What follows belongs to an exercise in optimizing a design on an open flow for small area, a short achievable clock period and few clock cycles per item; a production flow would make more cautious choices.
Function was checked by simulation only, so behaviour that the tests miss may differ from the original.
No activity file was given, so power comes from the tool's default toggle rates.

==> flow/design.v, too long to show whole: its modules and the start of the top module <==
// module fetch: 31 lines
// module booth_enc: 18 lines
// module control: 17 lines
// module mul_cs: 1061 lines
// module dsp_processor: 133 lines
module dsp_processor(
    input         clk,
    input         nrst,
    input         instr_valid,
    input  [31:0] instr,
    output        instr_ready,
    output        out_valid,
    output [31:0] v1,
    output [31:0] v2,
    output [31:0] v3
);
  // ...
==> flow/flow/run.sh <==
#!/bin/bash
set -euo pipefail
export SETUP_SLACK_MARGIN=6.5
export BUFFER_PORTS_ARGS="-buffer_cell sky130_fd_sc_hd__buf_2"
export CTS_ARGS="-sink_clustering_enable -repair_clock_nets -dont_use_dummy_load -sink_clustering_size 24 -sink_clustering_max_diameter 120 -buf_list sky130_fd_sc_hd__clkbuf_16"
bash standard.sh > standard.log 2>&1
==> flow/standard.sh <==
#!/bin/bash
# synth_recipe.tcl (not shown) runs the flow's synth.tcl, then flattens the netlist and writes it again
# the make line also repeats each setting of config.mk as NAME=value (left out here)
make -C /OpenROAD-flow-scripts/flow DESIGN_CONFIG=/design/flow/config.mk WORK_HOME=/design/flow/orfs CLKGATE_MAP_FILE= SYNTH_SCRIPT=/design/flow/synth_recipe.tcl "${@:-finish}"
==> flow/config.mk <==
export PLATFORM = sky130hd
export DESIGN_NAME = dsp_processor
export DESIGN_NICKNAME = dsp_processor
export VERILOG_FILES = /design/flow/design.v
export SDC_FILE = /design/flow/constraint.sdc
export NUM_CORES = 4
export LEC_CHECK = 0
export ABC_AREA = 1
export CAP_MARGIN = 20
export CORE_MARGIN = 2
export CORE_UTILIZATION = 55
export PLACE_DENSITY = 0.72
export SLEW_MARGIN = 20
==> flow/constraint.sdc <==
create_clock -name core_clock -period 10.0 [get_ports {clk}]
set_input_delay 2.0000 -clock core_clock [delete_from_list [all_inputs] [get_ports {clk}]]
set_output_delay 2.0000 -clock core_clock [all_outputs]
set_load 0.01 [all_outputs]
==> flow_metrics.tcl, run 1 <==
set metrics [dict create \
    status "finished clean" \
    holdCritStartpoint "x_end" \
    dpl.cell_count 5673 \
    avgRoutedWirePerCell_um 24.5 \
    syn_avg_cell_area_um2 7.93 \
    setup_viol 0 \
    fillCellCount 6279 \
    dp_hpwl_um 97900 \
    ios 133 \
    powerComb_uw 63.3 \
    slowest_stage "fa_1" \
    synth_edf_count 215 \
    grtUsageMet3 0.0983 \
    worstMarginPinSlew_ns 1.24 \
    post_dp_cell_area_mm2 0.0391 \
    nets 5191 \
    drt_iter0_markers 4779 \
    clk_pin_slew_worst_paths_ns 0.11 \
    pg_clk_uw 1270 \
    cts_tree "yes" \
    r2r-end "x_a[31]" \
    grt_max_degree 70 \
    crit_path_end "x_a[31]" \
    peakVddDrop_mv 0.132 \
    cts_made_buffers 28 \
    ys_ff_latch 571 \
    synthFlopType "dfxtp_1" \
    drive_above_1_share 0.129 \
]
Testbench counts, summed over its fixed seeds: cycles 6,663, instrs 6,427.
==> inputs of run 2 (changes only) <==
--- a/flow/flow/run.sh
+++ b/flow/flow/run.sh
@@ -2,3 +2,3 @@
 set -euo pipefail
-export SETUP_SLACK_MARGIN=6.5
+export SETUP_SLACK_MARGIN=6.75
 export BUFFER_PORTS_ARGS="-buffer_cell sky130_fd_sc_hd__buf_2"
==> run 2 against run 1 <==
Effect of this change: design area grew 6.4%; setup slack lost 0.088 ns; clock skew is 0.020 ns lower; final cell count increased by 1.7%; largest power group unchanged; critical path depth is 1 higher; global-route usage is 2.0 points higher; largest cell class unchanged; first-iteration DRC count up 13%; total power shrank 0.67%; clock power barely moved; sequential cell count unchanged; combinational power is 6.2% higher.
==> flow_metrics.tcl, run 2 <==
set metrics [dict create \
    pwr-share-seq 0.648 \
    die-area_mm2 0.0722 \
    final-hold-violation-count 0 \
    p_leak_uw 0.0202 \
    drt_wl_total_um 152000 \
    synth_async_sr_flop_share 0 \
    grt_pass1_wl_um 213000 \
    netSwitchingPower_uw 814 \
    insertion_delay_ns 0.65 \
    layout_min_cycle_time_ns 3.59 \
    setup_viol 0 \
    max_freq_mhz 278 \
    peakVddDrop_mv 0.166 \
    synthFlopType "dfxtp_1" \
    fp.dieH_um 269 \
    vias_per_cell 6.18 \
    yosysMostFrequentCell "nand2_1" \
    dr.pass1.iters 12 \
    ctsLongestPathBuffers 3 \
    avgRoutedWirePerCell_um 25.7 \
    p_comb_frac 0.018 \
    ios 133 \
    vias 36500 \
    areaGrowthSynthToFinish_pct 15.2 \
    grt.total_usage 0.404 \
    worst_ep_required_time_ns 10.50 \
    worst_hold_path_type "reg -> reg" \
    ys_top_cells_by_area "dfxtp_1, edfxtp_1, fa_1, nand2_1, xor2_1" \
    port_buffers 129 \
    layout_commonest_cell "nand2_1" \
    clk_pin_slew_worst_paths_ns 0.10 \
    drt_iter0_markers 5398 \
    powerDensity_mw_per_mm2 83.6 \
    rsz0062_at_grt "true" \
    multi_input_area_mm2 0.0227 \
    grt_max_degree 67 \
    yosys.area.top_type "dfxtp_1" \
    cts_root_buffer "clkbuf_16" \
    ctsHoldBuffers 0 \
    arrival_ns 4.10 \
    drive_above_1_share 0.199 \
    timing.setup.tns_ns 0 \
    gp_congestion 1.02 \
    syn_avg_cell_area_um2 7.93 \
    ys_ff_latch 571 \
    drcViolationCount 0 \
    cp_max_fo 4 \
    cts_tree "yes" \
    initial_utilization 0.553 \
    worstHoldPathCells 2 \
    htree_levels 1 \
    ys_top_cells_by_count "nand2_1, inv_1, nor2_1" \
    seqCellArea_mm2 0.0137 \
    status "finished clean" \
    antenna_found_initial 5 \
    cts_made_buffers 27 \
    synth_edf_count 215 \
    cts_sinks 571 \
    layout_common_cells "nand2_1, inv_1, nor2_1, o22ai_1, dfxtp_1" \
    dp_hpwl_um 98300 \
    synth_fp_nets 5189 \
    drtAntennaViolNets 0 \
    fillCellCount 5848 \
    p_sw_frac 0.219 \
    core_mm2 0.0697 \
    rows 97 \
    nets 5288 \
    cap_violations 0 \
    yosys.area.top_type_share 0.185 \
    synthesis.area_mm2 0.0385 \
    synth.distinct_cells 59 \
    period_share 0.359 \
    clock_skew_ns 0.0495 \
    power.internal_uw 2900 \
    die_w_um 269 \
    yosysSeqAreaShare 0.352 \
    crit_path_start_kind "flip-flop" \
    reg2reg_depth 15 \
    worstMarginPinSlew_ns 1.19 \
    syn_inst 4860 \
    first_global_vias 33800 \
    synth_warnings 2 \
    critPathKind "reg -> reg" \
    p_clk_frac 0.334 \
    relSlewSlack 0.207 \
    holdWs_ns 0.463 \
    final_max_slew_viol_count 0 \
    cp-end-kind "flip-flop" \
    grt_overflow_total 0 \
]
==> run 2: cell counts after synthesis <==
Identical to the previous run, type by type.
==> run 2: stage by stage <==
step                      instance area (µm²)  utilization  setup slack (ns)  instances  power [µW]
after global placement                  39100        0.562              5.77       5677        2520
final                                   44400        0.637              6.41       5899        3710
after global routing                    44400        0.637              6.43       5897        3790
after floorplan                         38600            -              6.75       4860        2500
after detailed placement                39100        0.562              5.74       5677        2520
after CTS                               42400        0.608              6.52       5816        3700
==> run 2: cell families after synthesis <==
kind of cell               Yosys count  share of synthesized area
AOI/OAI and AO/OA                  759                      0.116
buffers and inverters             1033                      0.115
xor gates and xnor gates           342                     0.0787
adders and majority gates          294                      0.134
and+or+nand+nor                   1860                      0.203
muxes                                1                   0.000292
DFF                                571                      0.352
==> run 2: final timing paths <==
kind / to / slack [ns] / start
worst max-delay path: x_a[27] / 6.41 / w_r0[16]
worst min-delay path: x_end / 0.46 / d_end
worst max register to register: x_a[27] / 6.41 / w_r0[16]
worst min register to register: x_end / 0.46 / d_end
==> run 2: area by class of cell <==
type,instances,area share
flip-flops and latches,571,0.308
repair inverters,2,0.000366
well taps,940,0.0265
clock buffers,27,0.0152
multi-input cells,3262,0.512
diodes,2,0.000113
repair buffers,379,0.0722
inverters,716,0.0652
==> run 2: worst max-delay path, cell delays in order (launching register included) <==
cell,delay (ns)
dfxtp_2,0.34
fa_1,0.57
fa_1,0.47
ha_4,0.31
buf_12,0.12
nand2_8,0.06
nor2_4,0.19
buf_6,0.14
nand2_1,0.06
nand2_1,0.07
nand2_1,0.13
nand4_1,0.16
buf_6,0.17
nand2_4,0.08
o211ai_1,0.48
o21ai_1,0.13
==> run 2: routing by layer <==
| layer | up-vias | wire length (µm) | track usage |
|---|---|---|---|
| met5 | - | 26 | 0 |
| met4 | 4 | 11300 | 0.245 |
| met3 | 713 | 22800 | 0.118 |
| met2 | 2855 | 63500 | 0.595 |
| met1 | 17200 | 54000 | 0.527 |
| li1 | 15700 | - | - |
==> run 2: timing repair <==
action | CTS | global route
setup endpoints to repair | 333 | 169
cloned | 11 | 4
pin swaps | 79 | 115
buffers inserted | 101 | 77
resized for setup | 413 | 360
==> run 2: power by group through the flow <==
stage	logic, µW	clock network (µW)	registers [µW]
after CTS	63.2	1230	2410
after floorplan	42.1	0	2460
after global routing	72.4	1310	2410
after global placement	59.3	0	2460
final	67.2	1240	2400
after detailed placement	60.6	0	2460
==> inputs of run 3 (changes only) <==
--- a/flow/flow/run.sh
+++ b/flow/flow/run.sh
@@ -2,3 +2,3 @@
 set -euo pipefail
-export SETUP_SLACK_MARGIN=6.75
+export SETUP_SLACK_MARGIN=6.5
 export BUFFER_PORTS_ARGS="-buffer_cell sky130_fd_sc_hd__buf_2"
--- a/flow/config.mk
+++ b/flow/config.mk
@@ -10,4 +10,4 @@
 export CORE_MARGIN = 2
-export CORE_UTILIZATION = 55
-export PLACE_DENSITY = 0.72
+export CORE_UTILIZATION = 60
+export PLACE_DENSITY = 0.76
 export SLEW_MARGIN = 20
==> run 3 against run 2 <==
Effect of this change: non-clock buffer count shrank 67; synthesized area is the same; routed wire length decreased by 7.0%; fmax shrank 0.97%; register-to-register slack worse by 0.04 ns; combinational power shrank 5.2%; sequential power about the same.
==> flow_metrics.tcl, run 3 <==
set metrics [dict create \
    status "finished clean" \
    cts_tree "yes" \
    ys_ff_latch 571 \
    cp-end-kind "flip-flop" \
    synth.distinct_cells 59 \
    drtAntennaViolNets 0 \
    max_stage_delay_ns 0.57 \
    nets 5217 \
    ios 133 \
    htree_levels 1 \
    synth_edf_count 215 \
    crit_path_cell_trace "fa_1 -> fa_1 -> ha_4 -> nand2_2 -> inv_1 -> nand2_1 -> nand2_1 -> nand2_1 -> nand3_4 -> nand2_4 -> nand2_2 -> nand2_2 -> and2_4 -> inv_6 -> o211ai_1 -> nand2_1" \
    fp.dieH_um 257 \
    powerDensity_mw_per_mm2 88.3 \
    worstHoldPathCells 2 \
    avgRoutedWirePerCell_um 24.6 \
    dpl.cell_count 5585 \
    grtUsageMet3 0.115 \
    die-area_mm2 0.0663 \
    gp_congestion 1.04 \
    yosysMostFrequentCell "nand2_1" \
    ys_top_cells_by_area "dfxtp_1, edfxtp_1, fa_1, nand2_1, xor2_1" \
    worst_hold_path_type "reg -> reg" \
    ctsLongestPathBuffers 3 \
    r2r-end "x_a[31]" \
    final-hold-violation-count 0 \
    vias 35600 \
    cp_common_cell "nand2_1" \
    grt.total_usage 0.410 \
    rr_startpoint "w_r0[9]" \
    synth_fp_nets 5189 \
    grt_util_met1 0.537 \
    antenna_found_initial 0 \
    first_global_vias 33200 \
    ys_top_cells_by_count "nand2_1, inv_1, nor2_1" \
    vias_per_cell 6.21 \
    cts_made_buffers 27 \
    cts_sinks 571 \
    synthesis.area_mm2 0.0385 \
    final_max_slew_viol_count 0 \
    synth_warnings 2 \
    slowest_stage "fa_1" \
    port_buffers 129 \
    busiest_layer "met2" \
    cap_violations 0 \
    dr.pass1.iters 12 \
    layout_commonest_cell "nand2_1" \
    yosys.area.top_type_share 0.185 \
    fillCellCount 5270 \
    relSlewSlack 0.214 \
    layout_min_cycle_time_ns 3.63 \
    drcViolationCount 0 \
    synthFlopType "dfxtp_1" \
    crit_path_start_kind "flip-flop" \
    final_cells 5732 \
    cp_num_buf_inv 2 \
    p_leak_uw 0.0192 \
    drive_above_1_share 0.136 \
    drt_wl_total_um 141000 \
    areaGrowthSynthToFinish_pct 8.94 \
    holdPathEnd "w_end" \
    yosys.area.top_type "dfxtp_1" \
    antenna_cells 0 \
    r2r_setup_slack_ns 6.37 \
    dp_hpwl_um 97500 \
    timing.setup.tns_ns 0 \
    clock_skew_ns 0.0523 \
    die_w_um 257 \
    period_share 0.363 \
    reg2reg_depth 16 \
    insertion_delay_ns 0.64 \
    initial_utilization 0.609 \
    grt_pass1_wl_um 204000 \
    rsz0062_at_grt "true" \
    arrival_ns 4.12 \
    syn_avg_cell_area_um2 7.93 \
    peakVddDrop_mv 0.150 \
    critPathKind "reg -> reg" \
    synth_async_sr_flop_share 0 \
    holdCritStartpoint "x_end" \
    setup_viol 0 \
    grt_max_degree 70 \
    cts_root_buffer "clkbuf_16" \
    path_delay_family "adder cells" \
    layout_common_cells "nand2_1, inv_1, nor2_1, dfxtp_1, o22ai_1" \
    worst_ep_required_time_ns 10.49 \
    drt_iter0_markers 5261 \
    cp_max_fo 6 \
    yosysSeqAreaShare 0.352 \
    rows 92 \
    max_freq_mhz 276 \
    grt_use_met2 0.620 \
    core_mm2 0.0633 \
    clk_pin_slew_worst_paths_ns 0.12 \
    worstMarginPinSlew_ns 1.18 \
    grt_overflow_total 0 \
    syn_inst 4860 \
]
==> run 3: per-stage QoR <==
stage | power [µW] | setup slack [ns] | area (µm²) | hold slack, ns | utilization
global placement | 2520 | 5.84 | 39000 | 0.409 | 0.617
finish | 3710 | 6.37 | 42000 | 0.439 | 0.663
floorplan | 2500 | 6.50 | 38500 | 0.375 | -
CTS | 3690 | 6.42 | 40400 | 0.437 | 0.638
detailed placement | 2520 | 5.79 | 39000 | 0.411 | 0.617
global route | 3770 | 6.33 | 42000 | 0.472 | 0.663
==> run 3: logic make-up (layout without fill, tap and decap cells) <==
| kind of cell | count (synthesis) | after routing | share of synthesized area |
|---|---|---|---|
| XOR/XNOR | 342 | 342 | 0.0787 |
| flip-flops | 571 | 571 | 0.352 |
| AO/OA/AOI/OAI | 759 | 759 | 0.116 |
| adder cells (fa/ha/maj) | 294 | 294 | 0.134 |
| buffers and inverters | 1033 | 1059 | 0.115 |
| AND/OR/NAND/NOR | 1860 | 1860 | 0.203 |
| multiplexers | 1 | 1 | 0.000292 |
==> run 3: layout make-up <==
cell class | count | area, µm² | area share
flip-flops and latches | 571 | 13600 | 0.325
inverters | 716 | 2850 | 0.0679
clock buffers | 27 | 676 | 0.0161
multi-input cells | 3256 | 21500 | 0.511
repair inverters | 4 | 20.0 | 0.000477
repair buffers | 312 | 2280 | 0.0542
well taps | 846 | 1060 | 0.0252
==> run 3: worst min-delay path, stage by stage (launching register included) <==
cell and delay [ns]:
dfxtp_1 0.32, nand2_1 0.06, inv_1 0.03
==> run 3: metal layers <==
layer | share of wire | vias to the layer above
met1 | 0.35 | 16500
met2 | 0.42 | 2830
li1 | - | 15600
met3 | 0.15 | 655
met4 | 0.070 | 0
met5 | 0 | -
==> run 3: worst max path at each step <==
stage,startpoint,depth (start not counted),to
after floorplan,x_neg[0],15,w_r0[31]
after global placement,x_neg[6],15,w_r0[31]
after detailed placement,x_neg[6],10,w_r1[31]
after CTS,w_r2[30],16,x_a[31]
after global routing,w_r0[4],16,x_a[16]
final,w_r0[9],16,x_a[31]
==> run 3: what timing repair did <==
action | CTS | global route
hold buffers | 0 | 0
setup endpoints to repair | 152 | 115
pin swaps | 23 | 44
hold endpoints to repair | 0 | 0
resized for setup | 138 | 199
gates cloned | 0 | 6
buffers inserted | 17 | 97
==> run 3: power by group <==
group	switching (µW)	internal [µW]	total, µW
Clock	754	483	1240
Combinational	42.3	21.3	63.7
Sequential	9.20	2400	2410
==> inputs of run 4 (changes only) <==
==> flow/flow/run.sh (replaced) <==
#!/bin/bash
set -euo pipefail
export SETUP_SLACK_MARGIN=6.5
export BUFFER_PORTS_ARGS="-buffer_cell sky130_fd_sc_hd__buf_1"
export CTS_ARGS="-sink_clustering_enable -repair_clock_nets -dont_use_dummy_load -sink_clustering_size 24 -sink_clustering_max_diameter 120 -buf_list sky130_fd_sc_hd__clkbuf_16"
bash standard.sh > standard.log 2>&1
--- a/flow/config.mk
+++ b/flow/config.mk
@@ -8,6 +8,6 @@
 export ABC_AREA = 1
-export CAP_MARGIN = 20
+export CAP_MARGIN = 5
 export CORE_MARGIN = 2
-export CORE_UTILIZATION = 60
-export PLACE_DENSITY = 0.76
-export SLEW_MARGIN = 20
+export CORE_UTILIZATION = 55
+export PLACE_DENSITY = 0.72
+export SLEW_MARGIN = 5
==> run 4 against run 3 <==
Effect of this change: register-to-register slack better by 0.03 ns; synthesized cell count did not move; core utilization decreased by 5.7 points; sequential power about the same; worst hold slack improved by 0.0068 ns; final cell count up 1.7%; combinational power decreased by 0.8%; critical path depth decreased by 2; routed wire length up 2.3%; setup slack better by 0.031 ns; synthesized area unchanged; critical endpoint unchanged; largest cell class unchanged.
==> flow_metrics.tcl, run 4 <==
set metrics [dict create \
    layout_common_cells "nand2_1, inv_1, nor2_1, dfxtp_1, o22ai_1" \
    synth_warnings 2 \
    gp_congestion 1.05 \
    yosys.area.top_type_share 0.185 \
    layout_min_cycle_time_ns 3.60 \
    synth_fp_nets 5189 \
    setup_viol 0 \
    yosys.area_share.simple 0.203 \
    yosys.area.top_type "dfxtp_1" \
    synth_edf_count 215 \
    areaGrowthSynthToFinish_pct 9.52 \
    grt_util_met1 0.506 \
    p_sw_frac 0.221 \
    die-area_mm2 0.0722 \
    vias_per_cell 6.09 \
    worstMarginPinSlew_ns 1.25 \
    max_freq_mhz 278 \
    grt_max_degree 70 \
    p_clk_frac 0.340 \
    cp_max_fo 5 \
    rr_startpoint "w_r0[20]" \
    vias 35500 \
    ctsLongestPathBuffers 3 \
    peakVddDrop_mv 0.135 \
    synthesis.area_mm2 0.0385 \
    netSwitchingPower_uw 826 \
    clock_skew_ns 0.0671 \
    layout_commonest_cell "nand2_1" \
    antenna_found_initial 2 \
    ys_top_cells_by_count "nand2_1, inv_1, nor2_1" \
    port_buffers 129 \
    fillCellCount 6267 \
    avgRoutedWirePerCell_um 24.7 \
    period_share 0.360 \
    htree_levels 1 \
    synth.distinct_cells 59 \
    dp_hpwl_um 98000 \
    worst_ep_required_time_ns 10.52 \
    drt_wl_total_um 144000 \
    cts_sinks 571 \
    yosysMostFrequentCell "nand2_1" \
    ctsHoldBuffers 0 \
    r2r_setup_slack_ns 6.40 \
    finalPower_uw 3740 \
    cap_violations 0 \
    first_global_vias 32800 \
    arrival_ns 4.12 \
    final_max_slew_viol_count 0 \
    core_mm2 0.0697 \
    p_comb_frac 0.017 \
    ys_top_cells_by_area "dfxtp_1, edfxtp_1, fa_1, nand2_1, xor2_1" \
    drt_iter0_markers 5138 \
    clk_pin_slew_worst_paths_ns 0.11 \
    synthFlopType "dfxtp_1" \
    holdCritStartpoint "d_end" \
    relSlewSlack 0.164 \
    die_w_um 269 \
    grt_pass1_wl_um 205000 \
    synth-compound-area-share 0.116 \
    initial_utilization 0.553 \
    cts_root_buffer "clkbuf_16" \
    drive_above_1_share 0.120 \
    timing.setup.tns_ns 0 \
    rsz0062_at_grt "true" \
    yosysSeqAreaShare 0.352 \
    cts_made_buffers 28 \
    worst_hold_path_type "reg -> reg" \
    reg2reg_depth 14 \
    syn_inst 4860 \
    crit_path_start_kind "flip-flop" \
    drcViolationCount 0 \
    synth_top_family_by_area "simple AND/OR/NAND/NOR gates" \
    synth_fa_ha_area_frac 0.134 \
    status "finished clean" \
    p_leak_uw 0.0188 \
    cts_tree "yes" \
    grtUsageMet3 0.106 \
    fp.dieH_um 269 \
    synthMuxAreaShare 0.000292 \
    nets 5220 \
    r2r-end "x_a[31]" \
    critPathKind "reg -> reg" \
    rows 97 \
    dr.pass1.iters 8 \
    final-hold-violation-count 0 \
    holdPathEnd "x_end" \
    pwr-share-seq 0.643 \
    ios 133 \
    worstHoldPathCells 2 \
    synth_xor_area_frac 0.0787 \
    cp-end-kind "flip-flop" \
    drtAntennaViolNets 0 \
    grt.total_usage 0.386 \
    syn_avg_cell_area_um2 7.93 \
    grt_overflow_total 0 \
    synth_async_sr_flop_share 0 \
    power.internal_uw 2920 \
    powerDensity_mw_per_mm2 88.7 \
    insertion_delay_ns 0.65 \
    busiest_layer "met2" \
    ys_ff_latch 571 \
    grt_use_met2 0.583 \
]
## run 4: cell counts after synthesis
No cell type changed its count.
## run 4: cell type report
class / instances / area (µm²) / area share
timing repair inverter: 3 / 15.0 / 0.000356
timing repair buffer: 315 / 2190 / 0.0520
antenna: 1 / 2.50 / 0.0000593
sequential: 571 / 13600 / 0.323
clock buffer: 28 / 701 / 0.0166
inverter: 716 / 2850 / 0.0675
tap: 940 / 1180 / 0.0279
multi-input combinational: 3256 / 21600 / 0.513
## run 4: metrics by stage
stage,util,hold WS (ns),area (µm²),setup slack [ns],std cells
6_report,0.606,0.445,42200,6.40,5830
5_1_grt,0.606,0.480,42200,6.36,5829
4_1_cts,0.583,0.452,40600,6.38,5735
3_5_place_dp,0.559,0.439,39000,5.72,5675
3_3_place_gp,0.559,0.449,39000,5.76,5675
2_1_floorplan,-,0.375,38500,6.50,4860
## run 4: how the worst max path moves through the flow
stage / endpoint / depth (start not counted) / slack (ns) / start
6_report: x_a[31] / 14 / 6.40 / w_r0[20]
5_1_grt: x_a[31] / 16 / 6.36 / w_r1[14]
4_1_cts: x_a[31] / 14 / 6.38 / w_r0[23]
3_5_place_dp: x_a[31] / 14 / 5.72 / w_r0[15]
3_3_place_gp: x_a[31] / 14 / 5.76 / w_r0[15]
2_1_floorplan: w_r0[31] / 15 / 6.50 / x_neg[0]
## run 4: critical path, cell delays in order, from the launching register on
cell,delay (ns)
dfxtp_1,0.34
fa_1,0.56
fa_1,0.48
ha_4,0.34
nand2_2,0.11
nor2_2,0.17
inv_1,0.10
nor2_2,0.15
and2_4,0.18
nand2_4,0.07
nand3_2,0.09
and2_4,0.19
inv_4,0.04
o211ai_1,0.57
nand2_1,0.11
## run 4: repair_timing
item,in CTS,in global routing
pin swaps,18,86
cloned,0,8
endpoints found under the setup margin,224,136
buffers inserted,32,86
gates resized for setup,153,255
## run 4: power groups by stage
stage	clock, µW	sequential (µW)	combinational (µW)
final	1270	2410	63.2
after floorplan	0	2460	42.0
after global placement	0	2460	58.0
after CTS	1260	2410	59.8
after detailed placement	0	2460	59.4
after global routing	1330	2410	68.3
## run 4: logic make-up (layout without fill, tap and decap cells)
family	Yosys count	in the layout
other cells	0	1
flops	571	571
simple gates	1860	1860
mux	1	1
xor+xnor	342	342
fa+ha+maj	294	294
compound gates	759	759
buf+inv	1033	1062
## run 4: layer usage
metal  wire (µm)  part of all wire  vias up
li1            -                 -    15600
met5          12          0.000083        -
met4        9210             0.064        2
met1       53300              0.37    16700
met3       20100              0.14      581
met2       61600              0.43     2657

-- re-timing with driven ports --
No port has a modelled driver above. Below, the same layouts with a new extraction and two added sets of constraints. Step 1 (the two cells are an assumption about what drives the block):
set clk [get_ports {clk}]
set_driving_cell -lib_cell sky130_fd_sc_hd__clkbuf_16 $clk
set_driving_cell -lib_cell sky130_fd_sc_hd__buf_2 [delete_from_list [all_inputs] $clk]
Step 2, shift: input delay + t, output delay - t, t = (earliest + latest rising clock arrival at the registers) / 2. This alone moves slack from input paths to output paths. a / b / c = ideal / step 1 / step 2; a / b = the first two.
| run | shift t [ns] | setup slack, ns | worst register clock-pin slew, ns | worst data-port slew with drivers (ns) |
|---|---|---|---|---|
| run 1 | 0.689 | 6.497 / 6.497 / 6.273 | 0.11 / 0.11 | 0.04 |
| run 2 | 0.691 | 6.408 / 6.408 / 6.207 | 0.11 / 0.11 | 0.03 |
| run 3 | 0.681 | 6.373 / 6.373 / 6.257 | 0.12 / 0.12 | 0.03 |
| run 4 | 0.684 | 6.404 / 6.404 / 6.259 | 0.11 / 0.11 | 0.03 |
After both steps every run listed still meets setup and hold. The setup slack of run 1, which loses most, moves by 0.000 ns with the drivers and by -0.224 ns with both steps.
